This design comes from an exercise in tuning for small area, a short achievable clock period and few clock cycles per item on the open sky130 flow, not from production work. The RTL was checked by simulation tests, not by an equivalence proof against the original design.

Design multiplier, start of the top module:
module multiplier(opA, opB, op_en, clk, rst, res, add, sub, done);
For scale: about 1700 cells after synthesis, about 140 I/O pins.
clock: 8.0 ns
lec_check: 0
cap_margin: 20
core_margin: 2
core_utilization: 40
place_density: 0.6
setup_slack_margin: 3
slew_margin: 20
run.sh (not shown) runs the stock make flow with config.mk's settings and CLKGATE_MAP_FILE= SYNTH_SCRIPT=/design/flow/synth_recipe.tcl, a recipe that flattens the netlist after the stock synthesis.
Testbench counts at the start, summed over its fixed seeds: cycles 4,819, ops 1,600.
==> next run, changes <==
--- a/flow/design.v
+++ b/flow/design.v
@@ -48,26 +48,26 @@
     always @(*) begin
         wn = {Y[7], Y[6], Y[5], Y[4], Y[3], Y[2], Y[1], Y[0], 1'b0};
         case (cnt)
             2'd2: wn = {Y[15], Y[14], Y[13], Y[12], Y[11], Y[10], Y[9], Y[8], Y[7]};
             2'd3: wn = {Y[23], Y[22], Y[21], Y[20], Y[19], Y[18], Y[17], Y[16], Y[15]};
             default: ;
         endcase
     end
-    wire [33:0] m0 = two[0] ? {X[31], X, 1'b0} : one[0] ? {{2{X[31]}}, X} : 34'd0;
+    wire [33:0] m0 = ({34{two[0]}} & {X[31], X, 1'b0}) | ({34{one[0]}} & {{2{X[31]}}, X});
     wire [33:0] q0 = m0 ^ {34{neg[0]}};
     wire [33:0] u0 = {~q0[33], q0[32:0]};
-    wire [33:0] m1 = two[1] ? {X[31], X, 1'b0} : one[1] ? {{2{X[31]}}, X} : 34'd0;
+    wire [33:0] m1 = ({34{two[1]}} & {X[31], X, 1'b0}) | ({34{one[1]}} & {{2{X[31]}}, X});
     wire [33:0] q1 = m1 ^ {34{neg[1]}};
     wire [33:0] u1 = {~q1[33], q1[32:0]};
-    wire [33:0] m2 = two[2] ? {X[31], X, 1'b0} : one[2] ? {{2{X[31]}}, X} : 34'd0;
+    wire [33:0] m2 = ({34{two[2]}} & {X[31], X, 1'b0}) | ({34{one[2]}} & {{2{X[31]}}, X});
     wire [33:0] q2 = m2 ^ {34{neg[2]}};
     wire [33:0] u2 = {~q2[33], q2[32:0]};
-    wire [33:0] m3 = two[3] ? {X[31], X, 1'b0} : one[3] ? {{2{X[31]}}, X} : 34'd0;
+    wire [33:0] m3 = ({34{two[3]}} & {X[31], X, 1'b0}) | ({34{one[3]}} & {{2{X[31]}}, X});
     wire [33:0] q3 = m3 ^ {34{neg[3]}};
     wire [33:0] u3 = {~q3[33], q3[32:0]};
     wire ts1, tc2; assign {tc2, ts1} = neg[3] + u0[6];
     wire ts3, tc4; assign {tc4, ts3} = u0[7] + u1[5];
     wire ts5, tc6; assign {tc6, ts5} = r[0] + u0[8] + u1[6];
     wire ts7, tc8; assign {tc8, ts7} = r[1] + u0[9] + u1[7];
     wire ts9, tc10; assign {tc10, ts9} = r[2] + u0[10] + u1[8];
     wire ts11, tc12; assign {tc12, ts11} = r[3] + u0[11] + u1[9];
@@ -165,42 +165,20 @@
     wire ts195, tc196; assign {tc196, ts195} = ts59 + tc122 + ts123;
     wire ts197, tc198; assign {tc198, ts197} = tc60 + tc124 + ts125;
     wire ts199, tc200; assign {tc200, ts199} = u3[31] + tc126 + ts127;
     wire ts201, tc202; assign {tc202, ts201} = r[30] + u3[32] + tc128;
     wire ts203, tc204; assign {tc204, ts203} = r[31] + u3[33];
     wire [40:0] rs = {tc204, tc202, tc200, tc198, tc196, tc194, tc192, tc190, tc188, tc186, tc184, tc182, tc180, tc178, tc176, tc174, tc172, tc170, tc168, tc166, tc164, tc162, tc160, tc158, tc156, tc154, tc152, tc150, tc148, tc146, tc144, tc142, tc140, tc138, tc136, tc134, tc132, tc130, u1[0], u0[1], neg[0]};
     wire [40:0] rc = {1'b0, ts203, ts201, ts199, ts197, ts195, ts193, ts191, ts189, ts187, ts185, ts183, ts181, ts179, ts177, ts175, ts173, ts171, ts169, ts167, ts165, ts163, ts161, ts159, ts157, ts155, ts153, ts151, ts149, ts147, ts145, ts143, ts141, ts139, ts137, ts135, ts133, ts131, ts129, 1'b0, u0[0]};
     wire [40:0] low = rs + rc;
-    wire [23:0] cvx;
-    assign cvx[0] = cv[0];
-    assign cvx[1] = 1'b0;
-    assign cvx[2] = 1'b0;
-    assign cvx[3] = 1'b0;
-    assign cvx[4] = 1'b0;
-    assign cvx[5] = 1'b0;
-    assign cvx[6] = 1'b0;
-    assign cvx[7] = 1'b0;
-    assign cvx[8] = cv[1];
-    assign cvx[9] = 1'b0;
-    assign cvx[10] = 1'b0;
-    assign cvx[11] = 1'b0;
-    assign cvx[12] = 1'b0;
-    assign cvx[13] = 1'b0;
-    assign cvx[14] = 1'b0;
-    assign cvx[15] = 1'b0;
-    assign cvx[16] = cv[2];
-    assign cvx[17] = 1'b0;
-    assign cvx[18] = 1'b0;
-    assign cvx[19] = 1'b0;
-    assign cvx[20] = 1'b0;
-    assign cvx[21] = 1'b0;
-    assign cvx[22] = 1'b0;
-    assign cvx[23] = 1'b0;
-    assign res = {r[63:40] + cvx, r[39:0]};
+    wire [8:0] o0 = r[47:40] + cv[0] + 1'b0;
+    wire [8:0] o1 = r[55:48] + cv[1] + o0[8];
+    wire [8:0] o2 = r[63:56] + cv[2] + o1[8];
+    assign res = {o2[7:0], o1[7:0], o0[7:0], r[39:0]};
     wire [31:0] B = opB;
     wire [31:0] rise = B & ~{B[30:0], 1'b0};
     wire [15:0] pr;
     genvar j;
     generate for (j = 0; j < 16; j = j + 1) begin : pair
         assign pr[j] = rise[2*j] | rise[2*j+1];
     end endgenerate
     wire ps205, pc206; assign {pc206, ps205} = pr[0] + pr[1] + pr[2];
=> Non-clock buffer count came out higher by 18. Hold slack loses 0.012 ns. Routed wire length drops by roughly a tenth. Sequential cell count is unchanged. Clock-buffer cell count fell by 2. Global-route usage decreases by 2.7 points. Worst setup slack gets better by 0.019 ns. Sequential share of layout area went up by 0.25 points. Core utilization barely changes. Area after synthesis fell slightly.
Testbench counts after the change, summed over its fixed seeds: cycles 4,819, ops 1,600.

==> afterwards: timing with drivers on the ports <==
The results above use ideal ports. As a check the final layouts listed here were re-extracted and re-timed, cells and wires unchanged. Step 1 (the two cells are an assumption about what drives the block):
set clk [get_ports {clk}]
set_driving_cell -lib_cell sky130_fd_sc_hd__clkbuf_16 $clk
set_driving_cell -lib_cell sky130_fd_sc_hd__buf_2 [delete_from_list [all_inputs] $clk]
Step 2, shift: input delay + t, output delay - t, t = (earliest + latest rising clock arrival at the registers) / 2. This alone moves slack from input paths to output paths. Three values: no drivers, after step 1, after step 2; two values: the first two.
| run | t (ns) | slack for setup (ns) | latest minus earliest clock arrival (ns) |
|---|---|---|---|
| the first run | 0.504 | 2.972 / 2.972 / 2.509 | 0.017 / 0.017 |
| the second run | 0.494 | 2.991 / 2.953 / 2.516 | 0.020 / 0.020 |
After both steps every run listed still meets setup and hold. For the second run, which loses most, drivers alone change the setup slack by -0.038 ns; drivers and shift together by -0.475 ns.
